This design comes from an exercise in tuning for small area on the open sky130 flow, not from production work.
The RTL was checked by simulation tests, not by an equivalence proof against the original design.
The clock port is modelled as an ideal driver; clocking choices that lean on that would not hold on a real chip.

==> run a: inputs <==
Design VGAController2, start of the top module:
module VGAController2(CLK, KBCODE, HCOORD, VCOORD, KBSTROBE, CSEL, ARST_L);
clock: 10.0 ns
lec_check: 0
cap_margin: 20
core_margin: 2
core_utilization: 50
slew_margin: 20
standard.sh (not shown) runs the stock make flow with config.mk's settings and CLKGATE_MAP_FILE= SYNTH_SCRIPT=/design/flow/synth_recipe.tcl, a recipe that flattens the netlist after the stock synthesis.
==> flow/flow/run.sh <==
#!/bin/bash
# Layout flow: the standard ORFS flow (standard.sh) with
#  - the same synthesis script (synth_recipe.tcl), except that
#    * adders are not pre-mapped to full/half-adder cells (ADDER_MAP_FILE
#      empty), so ABC sees all the logic, and
#    * the final technology mapping uses area-oriented ABC scripts
#      (flow/abc.script.in: &deepsyn, then amap or &nf); three such
#      syntheses run side by side (different seeds / mappers) and the one
#      with the smallest cell area is laid out;
#    registers are mapped exactly as in the standard synthesis;
#  - the smallest buffer cell for pass-through outputs and port buffers
#    (every port still gets its own buffer);
#  - clock tree synthesis without dummy loads, with clkbuf_8 only.
# Each tool's output goes to its own log in this folder (and ORFS's logs).
set -euo pipefail
HERE=$(pwd)

ARGS=(ADDER_MAP_FILE=
      "MIN_BUF_CELL_AND_PORTS=sky130_fd_sc_hd__buf_1 A X"
      "BUFFER_PORTS_ARGS=-buffer_cell sky130_fd_sc_hd__buf_1"
      "CTS_ARGS=-sink_clustering_enable -repair_clock_nets -dont_use_dummy_load -buf_list {sky130_fd_sc_hd__clkbuf_8}")

run_synth() {  # $1 = name, $2 = seed, $3 = mapper
  local n=$1
  sed -e "s/@SEED@/$2/" -e "s/@MAP@/$3/" flow/abc.script.in | tr '|' '\n' > abc_$n.script
  {
    cat <<TCL
proc abc {args} {
  set i [lsearch \$args -script]
  if { \$i >= 0 } { lset args [expr {\$i + 1}] $HERE/abc_$n.script }
  yosys abc {*}\$args
}
TCL
    cat synth_recipe.tcl
  } > synth_$n.tcl
  sed -E "s#WORK_HOME=[^ ]*/orfs #WORK_HOME=$HERE/syn_$n #" standard.sh > standard_$n.sh
  grep -q "WORK_HOME=$HERE/syn_$n " standard_$n.sh
  bash standard_$n.sh "${ARGS[@]}" SYNTH_SCRIPT=$HERE/synth_$n.tcl synth > synth_$n.log 2>&1
}

run_synth a 1 "\&put|dch -f|amap" &
run_synth b 2 "\&put|dch -f|amap" &
run_synth c 3 "\&dch -f|\&nf -a|\&put" &
wait

best=""; best_area=""
for n in a b c; do
  rpt=syn_$n/reports/sky130hd/VGAController2/base/synth_stat.txt
  [[ -f $rpt && -f syn_$n/results/sky130hd/VGAController2/base/1_synth.odb ]] || continue
  a=$(awk '/Chip area for module/ {print $NF}' $rpt | tail -1)
  echo "synthesis $n: $a" >> synth_choice.log
  if [[ -z $best ]] || awk "BEGIN{exit !($a < $best_area)}"; then best=$n; best_area=$a; fi
done
echo "chosen: $best ($best_area)" >> synth_choice.log
mkdir -p orfs
cp -a syn_$best/. orfs/
bash standard.sh "${ARGS[@]}" SYNTH_SCRIPT=$HERE/synth_$best.tcl finish > layout.log 2>&1
==> flow/flow/abc.script.in <==
strash
dc2
&get -n
&st
&deepsyn -T 100 -S @SEED@
@MAP@
==> run b: changes against run a <==
--- a/flow/design.v
+++ b/flow/design.v
@@ -77,19 +77,23 @@
 wire kW  = KBSTROBE & (KBCODE == 8'h1D);
 wire kD  = KBSTROBE & (KBCODE == 8'h23);
 wire kA  = KBSTROBE & (KBCODE == 8'h1C);
 wire kSp = KBSTROBE & (KBCODE == 8'h29);
 wire p_jump = kW & ~col_N & ~col_S & ~col_W & ~col_E & jump;
 wire p_grav = ~KBSTROBE & refreshSlow;
 wire [10:0] ys_add = add11(yspeed_i, {{7{p_jump}}, 1'b0, p_jump, p_jump, ~p_jump}, 1'b0);
-wire [6:0] jc_inc = {jumpcount[5:0], jumpcount[6] ^ jumpcount[5] ^ (jumpcount[5:0] == 6'd0)};
+wire [6:0] jc_inc;
+assign jc_inc[0] = ~jumpcount[0];
 genvar g;
+generate for (g = 1; g < 7; g = g + 1) begin : jci
+    assign jc_inc[g] = jumpcount[g] ^ (&jumpcount[g-1:0]);
+end endgenerate
 always @(posedge CLK or negedge ARST_L) begin
     if (!ARST_L) jump <= 1'b1;
-    else         jump <= (jumpcount != 7'd4);    
+    else         jump <= (jumpcount != 7'd3);
 end
 wire ys_up  = ~p_jump & p_grav & ~floor & (YP != 11'd430);    
 wire ys_clr = ~p_jump & p_grav & ~(~floor & (YP != 11'd430));
 always @(posedge CLK) begin
     if (!ARST_L | ys_clr)  yspeed_i[10:1] <= 10'd0;
     else if (p_jump | ys_up) yspeed_i[10:1] <= ys_add[10:1];
     if (!ARST_L | ys_clr)  yspeed_i[0] <= 1'b0;
@@ -250,15 +254,15 @@
     10'd777: spr = 4'b1000;
     10'd778: spr = 4'b1000;
     10'd779: spr = 4'b1101;
     10'd780: spr = 4'b1101;
     10'd781: spr = 4'b1101;
     10'd782: spr = 4'b1101;
     10'd783: spr = 4'b1111;
-    10'd784: spr = 4'b1010;
+    10'd784: spr = 4'b1011;
     10'd785: spr = 4'b1101;
     10'd786: spr = 4'b1101;
     10'd809: spr = 4'b1101;
     10'd810: spr = 4'b1101;
     10'd811: spr = 4'b1101;
     10'd812: spr = 4'b1101;
     10'd813: spr = 4'b1101;
@@ -320,136 +324,136 @@
     10'd1016: spr = 4'b1000;
     10'd1017: spr = 4'b1000;
     10'd1018: spr = 4'b1000;
     10'd1019: spr = 4'b1000;
     10'd1020: spr = 4'b1000;
     10'd1021: spr = 4'b1000;
     10'd1022: spr = 4'b1000;
-    10'd10: spr = 4'b1010;
-    10'd11: spr = 4'b1010;
-    10'd12: spr = 4'b1010;
-    10'd13: spr = 4'b1010;
-    10'd14: spr = 4'b1010;
-    10'd15: spr = 4'b1010;
-    10'd16: spr = 4'b1010;
-    10'd17: spr = 4'b1010;
-    10'd18: spr = 4'b1010;
+    10'd10: spr = 4'b1011;
+    10'd11: spr = 4'b1011;
+    10'd12: spr = 4'b1011;
+    10'd13: spr = 4'b1011;
+    10'd14: spr = 4'b1011;
+    10'd15: spr = 4'b1011;
+    10'd16: spr = 4'b1011;
+    10'd17: spr = 4'b1011;
+    10'd18: spr = 4'b1011;
     10'd22: spr = 4'b1000;
     10'd23: spr = 4'b1000;
     10'd24: spr = 4'b1000;
     10'd25: spr = 4'b1000;
     10'd26: spr = 4'b1000;
     10'd27: spr = 4'b1000;
     10'd28: spr = 4'b1000;
     10'd29: spr = 4'b1000;
     10'd30: spr = 4'b1000;
-    10'd42: spr = 4'b1010;
-    10'd43: spr = 4'b1010;
-    10'd44: spr = 4'b1010;
-    10'd45: spr = 4'b1010;
-    10'd46: spr = 4'b1010;
-    10'd47: spr = 4'b1010;
-    10'd48: spr = 4'b1010;
-    10'd49: spr = 4'b1010;
-    10'd50: spr = 4'b1010;
+    10'd42: spr = 4'b1011;
+    10'd43: spr = 4'b1011;
+    10'd44: spr = 4'b1011;
+    10'd45: spr = 4'b1011;
+    10'd46: spr = 4'b1011;
+    10'd47: spr = 4'b1011;
+    10'd48: spr = 4'b1011;
+    10'd49: spr = 4'b1011;
+    10'd50: spr = 4'b1011;
     10'd54: spr = 4'b1000;
     10'd55: spr = 4'b1000;
-    10'd74: spr = 4'b1010;
-    10'd75: spr = 4'b1010;
-    10'd76: spr = 4'b1010;
+    10'd74: spr = 4'b1011;
+    10'd75: spr = 4'b1011;
+    10'd76: spr = 4'b1011;
     10'd77: spr = 4'b1101;
     10'd78: spr = 4'b1101;
     10'd79: spr = 4'b1101;
     10'd80: spr = 4'b1101;
     10'd81: spr = 4'b1101;
     10'd82: spr = 4'b1101;
     10'd83: spr = 4'b1101;
     10'd84: spr = 4'b1101;
     10'd85: spr = 4'b1101;
     10'd86: spr = 4'b1101;
     10'd87: spr = 4'b1101;
-    10'd106: spr = 4'b1010;
-    10'd107: spr = 4'b1010;
-    10'd108: spr = 4'b1010;
+    10'd106: spr = 4'b1011;
+    10'd107: spr = 4'b1011;
+    10'd108: spr = 4'b1011;
     10'd109: spr = 4'b1101;
     10'd110: spr = 4'b1101;
     10'd111: spr = 4'b1101;
     10'd112: spr = 4'b1101;
     10'd113: spr = 4'b1101;
     10'd114: spr = 4'b1101;
     10'd115: spr = 4'b1101;
     10'd116: spr = 4'b1101;
     10'd117: spr = 4'b1101;
     10'd118: spr = 4'b1101;
     10'd119: spr = 4'b1101;
-    10'd138: spr = 4'b1010;
-    10'd139: spr = 4'b1010;
-    10'd140: spr = 4'b1010;
-    10'd141: spr = 4'b1010;
-    10'd142: spr = 4'b1010;
-    10'd143: spr = 4'b1010;
-    10'd144: spr = 4'b1010;
-    10'd145: spr = 4'b1010;
-    10'd146: spr = 4'b1010;
+    10'd138: spr = 4'b1011;
+    10'd139: spr = 4'b1011;
+    10'd140: spr = 4'b1011;
+    10'd141: spr = 4'b1011;
+    10'd142: spr = 4'b1011;
+    10'd143: spr = 4'b1011;
+    10'd144: spr = 4'b1011;
+    10'd145: spr = 4'b1011;
+    10'd146: spr = 4'b1011;
     10'd150: spr = 4'b1000;
     10'd151: spr = 4'b1000;
-    10'd170: spr = 4'b1010;
-    10'd171: spr = 4'b1010;
-    10'd172: spr = 4'b1010;
-    10'd173: spr = 4'b1010;
-    10'd174: spr = 4'b1010;
-    10'd175: spr = 4'b1010;
-    10'd176: spr = 4'b1010;
-    10'd177: spr = 4'b1010;
-    10'd178: spr = 4'b1010;
-    10'd202: spr = 4'b1010;
-    10'd203: spr = 4'b1010;
-    10'd204: spr = 4'b1010;
-    10'd205: spr = 4'b1010;
-    10'd206: spr = 4'b1010;
-    10'd207: spr = 4'b1010;
-    10'd208: spr = 4'b1010;
-    10'd209: spr = 4'b1010;
-    10'd210: spr = 4'b1010;
-    10'd234: spr = 4'b1010;
-    10'd235: spr = 4'b1010;
-    10'd236: spr = 4'b1010;
-    10'd237: spr = 4'b1010;
-    10'd238: spr = 4'b1010;
-    10'd239: spr = 4'b1010;
-    10'd240: spr = 4'b1010;
-    10'd241: spr = 4'b1010;
-    10'd242: spr = 4'b1010;
-    10'd266: spr = 4'b1010;
-    10'd267: spr = 4'b1010;
-    10'd268: spr = 4'b1010;
-    10'd269: spr = 4'b1010;
-    10'd270: spr = 4'b1010;
-    10'd271: spr = 4'b1010;
-    10'd272: spr = 4'b1010;
-    10'd273: spr = 4'b1010;
-    10'd274: spr = 4'b1010;
-    10'd298: spr = 4'b1010;
-    10'd299: spr = 4'b1010;
-    10'd300: spr = 4'b1010;
-    10'd301: spr = 4'b1010;
-    10'd302: spr = 4'b1010;
-    10'd303: spr = 4'b1010;
-    10'd304: spr = 4'b1010;
-    10'd305: spr = 4'b1010;
-    10'd306: spr = 4'b1010;
-    10'd330: spr = 4'b1010;
-    10'd331: spr = 4'b1010;
-    10'd332: spr = 4'b1010;
-    10'd333: spr = 4'b1010;
-    10'd334: spr = 4'b1010;
-    10'd335: spr = 4'b1010;
-    10'd336: spr = 4'b1010;
-    10'd337: spr = 4'b1010;
-    10'd338: spr = 4'b1010;
+    10'd170: spr = 4'b1011;
+    10'd171: spr = 4'b1011;
+    10'd172: spr = 4'b1011;
+    10'd173: spr = 4'b1011;
+    10'd174: spr = 4'b1011;
+    10'd175: spr = 4'b1011;
+    10'd176: spr = 4'b1011;
+    10'd177: spr = 4'b1011;
+    10'd178: spr = 4'b1011;
+    10'd202: spr = 4'b1011;
+    10'd203: spr = 4'b1011;
+    10'd204: spr = 4'b1011;
+    10'd205: spr = 4'b1011;
+    10'd206: spr = 4'b1011;
+    10'd207: spr = 4'b1011;
+    10'd208: spr = 4'b1011;
+    10'd209: spr = 4'b1011;
+    10'd210: spr = 4'b1011;
+    10'd234: spr = 4'b1011;
+    10'd235: spr = 4'b1011;
+    10'd236: spr = 4'b1011;
+    10'd237: spr = 4'b1011;
+    10'd238: spr = 4'b1011;
+    10'd239: spr = 4'b1011;
+    10'd240: spr = 4'b1011;
+    10'd241: spr = 4'b1011;
+    10'd242: spr = 4'b1011;
+    10'd266: spr = 4'b1011;
+    10'd267: spr = 4'b1011;
+    10'd268: spr = 4'b1011;
+    10'd269: spr = 4'b1011;
+    10'd270: spr = 4'b1011;
+    10'd271: spr = 4'b1011;
+    10'd272: spr = 4'b1011;
+    10'd273: spr = 4'b1011;
+    10'd274: spr = 4'b1011;
+    10'd298: spr = 4'b1011;
+    10'd299: spr = 4'b1011;
+    10'd300: spr = 4'b1011;
+    10'd301: spr = 4'b1011;
+    10'd302: spr = 4'b1011;
+    10'd303: spr = 4'b1011;
+    10'd304: spr = 4'b1011;
+    10'd305: spr = 4'b1011;
+    10'd306: spr = 4'b1011;
+    10'd330: spr = 4'b1011;
+    10'd331: spr = 4'b1011;
+    10'd332: spr = 4'b1011;
+    10'd333: spr = 4'b1011;
+    10'd334: spr = 4'b1011;
+    10'd335: spr = 4'b1011;
+    10'd336: spr = 4'b1011;
+    10'd337: spr = 4'b1011;
+    10'd338: spr = 4'b1011;
     10'd364: spr = 4'b1000;
     10'd365: spr = 4'b1000;
     10'd367: spr = 4'b1000;
     10'd368: spr = 4'b1000;
     10'd396: spr = 4'b1000;
     10'd397: spr = 4'b1000;
     10'd399: spr = 4'b1000;
@@ -510,9 +514,9 @@
 wire l3 = lhit(laserPos3X, laserPos3Y, ha, ham, hnz, hl, vw, vwm, vnz, v0);
 wire       sp = sx & sy & spr[3];
 reg  [2:0] code;
 always @(posedge CLK)
     code <= sp ? spr[2:0] : (l1 | l2 | l3) ? 3'b100 : 3'b111;
 assign CSEL = {{4{code[2]}},
                code[2] & code[0], code[2] & code[1], code[2] & code[0], code[2] & code[1],
-               code[1], code[1] | code[0], code[1], code[1] | code[0]};
+               code[1], code[0], code[1], code[0]};
 endmodule
--- a/flow/flow/run.sh
+++ b/flow/flow/run.sh
@@ -18,15 +18,15 @@
 ARGS=(ADDER_MAP_FILE=
       "MIN_BUF_CELL_AND_PORTS=sky130_fd_sc_hd__buf_1 A X"
       "BUFFER_PORTS_ARGS=-buffer_cell sky130_fd_sc_hd__buf_1"
       "CTS_ARGS=-sink_clustering_enable -repair_clock_nets -dont_use_dummy_load -buf_list {sky130_fd_sc_hd__clkbuf_8}")
 
 run_synth() {  # $1 = name, $2 = seed, $3 = mapper
   local n=$1
-  sed -e "s/@SEED@/$2/" -e "s/@MAP@/$3/" flow/abc.script.in | tr '|' '\n' > abc_$n.script
+  sed -e "s/@SEED@/$2/" -e "s/@MAP@/$3/" flow/abc.script.in > abc_$n.script
   {
     cat <<TCL
 proc abc {args} {
   set i [lsearch \$args -script]
   if { \$i >= 0 } { lset args [expr {\$i + 1}] $HERE/abc_$n.script }
   yosys abc {*}\$args
 }
@@ -34,23 +34,23 @@
     cat synth_recipe.tcl
   } > synth_$n.tcl
   sed -E "s#WORK_HOME=[^ ]*/orfs #WORK_HOME=$HERE/syn_$n #" standard.sh > standard_$n.sh
   grep -q "WORK_HOME=$HERE/syn_$n " standard_$n.sh
   bash standard_$n.sh "${ARGS[@]}" SYNTH_SCRIPT=$HERE/synth_$n.tcl synth > synth_$n.log 2>&1
 }
 
-run_synth a 1 "\&put|dch -f|amap" &
-run_synth b 2 "\&put|dch -f|amap" &
-run_synth c 3 "\&dch -f|\&nf -a|\&put" &
+run_synth a 1 amap &
+run_synth b 2 amap &
+run_synth c 3 "\&nf -a" &
 wait
 
 best=""; best_area=""
 for n in a b c; do
   rpt=syn_$n/reports/sky130hd/VGAController2/base/synth_stat.txt
-  [[ -f $rpt && -f syn_$n/results/sky130hd/VGAController2/base/1_synth.odb ]] || continue
+  [[ -f $rpt ]] || continue
   a=$(awk '/Chip area for module/ {print $NF}' $rpt | tail -1)
   echo "synthesis $n: $a" >> synth_choice.log
   if [[ -z $best ]] || awk "BEGIN{exit !($a < $best_area)}"; then best=$n; best_area=$a; fi
 done
 echo "chosen: $best ($best_area)" >> synth_choice.log
 mkdir -p orfs
 cp -a syn_$best/. orfs/
==> flow/flow/abc.script.in (replaced) <==
strash
dc2
&get -n
&st
&deepsyn -T 100 -S @SEED@
&put
dch -f
@MAP@
==> run c: changes against run a <==
--- a/flow/design.v
+++ b/flow/design.v
@@ -79,18 +79,16 @@
 wire kA  = KBSTROBE & (KBCODE == 8'h1C);
 wire kSp = KBSTROBE & (KBCODE == 8'h29);
 wire p_jump = kW & ~col_N & ~col_S & ~col_W & ~col_E & jump;
 wire p_grav = ~KBSTROBE & refreshSlow;
 wire [10:0] ys_add = add11(yspeed_i, {{7{p_jump}}, 1'b0, p_jump, p_jump, ~p_jump}, 1'b0);
 wire [6:0] jc_inc = {jumpcount[5:0], jumpcount[6] ^ jumpcount[5] ^ (jumpcount[5:0] == 6'd0)};
 genvar g;
-always @(posedge CLK or negedge ARST_L) begin
-    if (!ARST_L) jump <= 1'b1;
-    else         jump <= (jumpcount != 7'd4);    
-end
+always @(posedge CLK)
+    jump <= ~ARST_L | (jumpcount != 7'd4);       
 wire ys_up  = ~p_jump & p_grav & ~floor & (YP != 11'd430);    
 wire ys_clr = ~p_jump & p_grav & ~(~floor & (YP != 11'd430));
 always @(posedge CLK) begin
     if (!ARST_L | ys_clr)  yspeed_i[10:1] <= 10'd0;
     else if (p_jump | ys_up) yspeed_i[10:1] <= ys_add[10:1];
     if (!ARST_L | ys_clr)  yspeed_i[0] <= 1'b0;
     else if (ys_up)        yspeed_i[0] <= ~yspeed_i[0];
==> flow/flow/run.sh (replaced) <==
#!/bin/bash
# Layout flow: the standard ORFS flow (standard.sh) with
#  - the same synthesis script (synth_recipe.tcl), except that
#    * adders are not pre-mapped to full/half-adder cells (ADDER_MAP_FILE
#      empty), so ABC sees all the logic, and
#    * the final technology mapping uses area-oriented ABC scripts
#      (flow/abc.script.in: &deepsyn, then two rounds of choice-based area
#      mapping with amap); seven such syntheses run side by side (different
#      seeds and amap options) and the one with the smallest cell area is
#      laid out;
#    registers are mapped exactly as in the standard synthesis;
#  - the smallest buffer cell for pass-through outputs and port buffers
#    (every port still gets its own buffer);
#  - clock tree synthesis without dummy loads, with clkbuf_4 buffers; after
#    it, each clock buffer whose flip-flop clock pins would see a slew over
#    90 ps is upsized to clkbuf_8 (flow/clock_buffers.tcl);
#  - buffers from synthesis removed at floorplan (REMOVE_ABC_BUFFERS).
# Each tool's output goes to its own log in this folder (and ORFS's logs).
set -euo pipefail
HERE=$(pwd)

ARGS=(ADDER_MAP_FILE=
      "MIN_BUF_CELL_AND_PORTS=sky130_fd_sc_hd__buf_1 A X"
      "BUFFER_PORTS_ARGS=-buffer_cell sky130_fd_sc_hd__buf_1"
      "CTS_ARGS=-sink_clustering_enable -repair_clock_nets -dont_use_dummy_load -buf_list {sky130_fd_sc_hd__clkbuf_4}"
      POST_CTS_TCL=$HERE/flow/clock_buffers.tcl
      REMOVE_ABC_BUFFERS=1)
export CLK_SLEW_TARGET=0.09

run_synth() {  # $1 = name, $2 = seed, $3 = extra amap option
  local n=$1
  sed -e "s/@SEED@/$2/" -e "s/@M@/$3/" flow/abc.script.in > abc_$n.script
  {
    cat <<TCL
proc abc {args} {
  set i [lsearch \$args -script]
  if { \$i >= 0 } { lset args [expr {\$i + 1}] $HERE/abc_$n.script }
  yosys abc {*}\$args
}
TCL
    cat synth_recipe.tcl
  } > synth_$n.tcl
  sed -E "s#WORK_HOME=[^ ]*/orfs #WORK_HOME=$HERE/syn_$n #" standard.sh > standard_$n.sh
  grep -q "WORK_HOME=$HERE/syn_$n " standard_$n.sh
  bash standard_$n.sh "${ARGS[@]}" SYNTH_SCRIPT=$HERE/synth_$n.tcl synth > synth_$n.log 2>&1
}

run_synth a 1 "" &
run_synth b 2 "" &
run_synth c 3 "" &
run_synth d 1 "-m" &
run_synth e 2 "-m" &
run_synth f 3 "-m" &
run_synth g 4 "-m" &
wait

best=""; best_area=""
for n in a b c d e f g; do
  rpt=syn_$n/reports/sky130hd/VGAController2/base/synth_stat.txt
  [[ -f $rpt && -f syn_$n/results/sky130hd/VGAController2/base/1_synth.odb ]] || continue
  a=$(awk '/Chip area for module/ {print $NF}' $rpt | tail -1)
  echo "synthesis $n: $a" >> synth_choice.log
  if [[ -z $best ]] || awk "BEGIN{exit !($a < $best_area)}"; then best=$n; best_area=$a; fi
done
echo "chosen: $best ($best_area)" >> synth_choice.log
mkdir -p orfs
cp -a syn_$best/. orfs/
bash standard.sh "${ARGS[@]}" SYNTH_SCRIPT=$HERE/synth_$best.tcl finish > layout.log 2>&1
==> flow/flow/abc.script.in (replaced) <==
strash
dc2
&get -n
&st
&deepsyn -T 200 -S @SEED@
&put
dch -f
amap -F 20 -A 20 -C 5000 @M@
strash
dch -f
amap -F 20 -A 20 -C 5000 @M@
==> flow/flow/clock_buffers.tcl (new file) <==
# Upsize the clock-tree buffers whose flip-flop clock pins see a high slew.
estimate_parasitics -placement
set lib_big [get_lib_cells sky130_fd_sc_hd__clkbuf_8]
set changed 0
foreach inst [get_cells -hierarchical *] {
  set m [get_property $inst ref_name]
  if { $m ne "sky130_fd_sc_hd__clkbuf_4" } { continue }
  set out [get_pins -of_objects $inst -filter "direction == output"]
  set net [get_nets -of_objects $out]
  set worst 0
  foreach p [get_pins -of_objects $net -filter "direction == input"] {
    set s [get_property $p slew_max]
    if { $s > $worst } { set worst $s }
  }
  if { $worst > $::env(CLK_SLEW_TARGET) } {
    replace_cell $inst $lib_big
    incr changed
  }
}
puts "clock buffers upsized: $changed"
if { $changed > 0 } {
  detailed_placement
  estimate_parasitics -placement
}
==> flow/config.mk (replaced) <==
export PLATFORM = sky130hd
export DESIGN_NAME = VGAController2
export DESIGN_NICKNAME = VGAController2
export VERILOG_FILES = /design/flow/design.v
export SDC_FILE = /design/flow/constraint.sdc
export NUM_CORES = 4
export LEC_CHECK = 0
export CAP_MARGIN = 10
export CORE_MARGIN = 2
export CORE_UTILIZATION = 58
export GPL_TIMING_DRIVEN = 0
export SLEW_MARGIN = 10
==> results.toml <==
[min_path]
hold_end = "c2[19]"
worstHoldPathType = "reg2reg"

[placement]
place_inst = 1383

[outcome]
outcome = "timing/DRC/antenna clean"

[route]
antenna_left = 0

[power_and_ir_drop]
powerComb_uw = 97.7

[layout]
syn_to_final_growth_pct = 8.39
Source of the figures above: run a

==> results.toml <==
[layout]
syn_to_final_growth_pct = 7.59

[placement]
place_inst = 1299

[power_and_ir_drop]
powerComb_uw = 100

[route]
antenna_left = 0

[synthesis]
ys_seq_area_frac = 0.384

[min_path]
worstHoldPathType = "reg2reg"

[outcome]
outcome = "timing/DRC/antenna clean"
Source of the figures above: run c

==> results.toml <==
[outcome]
lastStage = "synthesis (1_2_yosys)"
outcome = "stopped before the end"
error_message = "ERROR: Found 2373 problems in 'check -assert'."

[synthesis]
synth_warnings = 1
Source of the figures above: run b

[what the ideal ports hide]
The flow's constraints put no driver on any port. The routed layouts listed below were extracted and timed again, unchanged, in two steps.
Step 1 (the two cells are an assumption about what drives the block):
set clk [get_ports {CLK}]
set_driving_cell -lib_cell sky130_fd_sc_hd__clkbuf_16 $clk
set_driving_cell -lib_cell sky130_fd_sc_hd__buf_2 [delete_from_list [all_inputs] $clk]
Step 2 times the ports against the registers' clock, not the clock port: input delays grow and output delays shrink by t, the midpoint of the rising clock arrivals with the driver on.
Three values: no drivers, after step 1, after step 2; two values: the first two.
run	t (ns)	slack for setup (ns)	clock arrival spread, ns
run a	0.476	5.329 / 5.344 / 4.868	0.044 / 0.044
run c	0.482	4.666 / 4.682 / 4.200	0.031 / 0.031
After both steps setup and hold are still met in every run listed. The setup slack of run c, which loses most, moves by +0.016 ns with the drivers and by -0.466 ns with both steps.
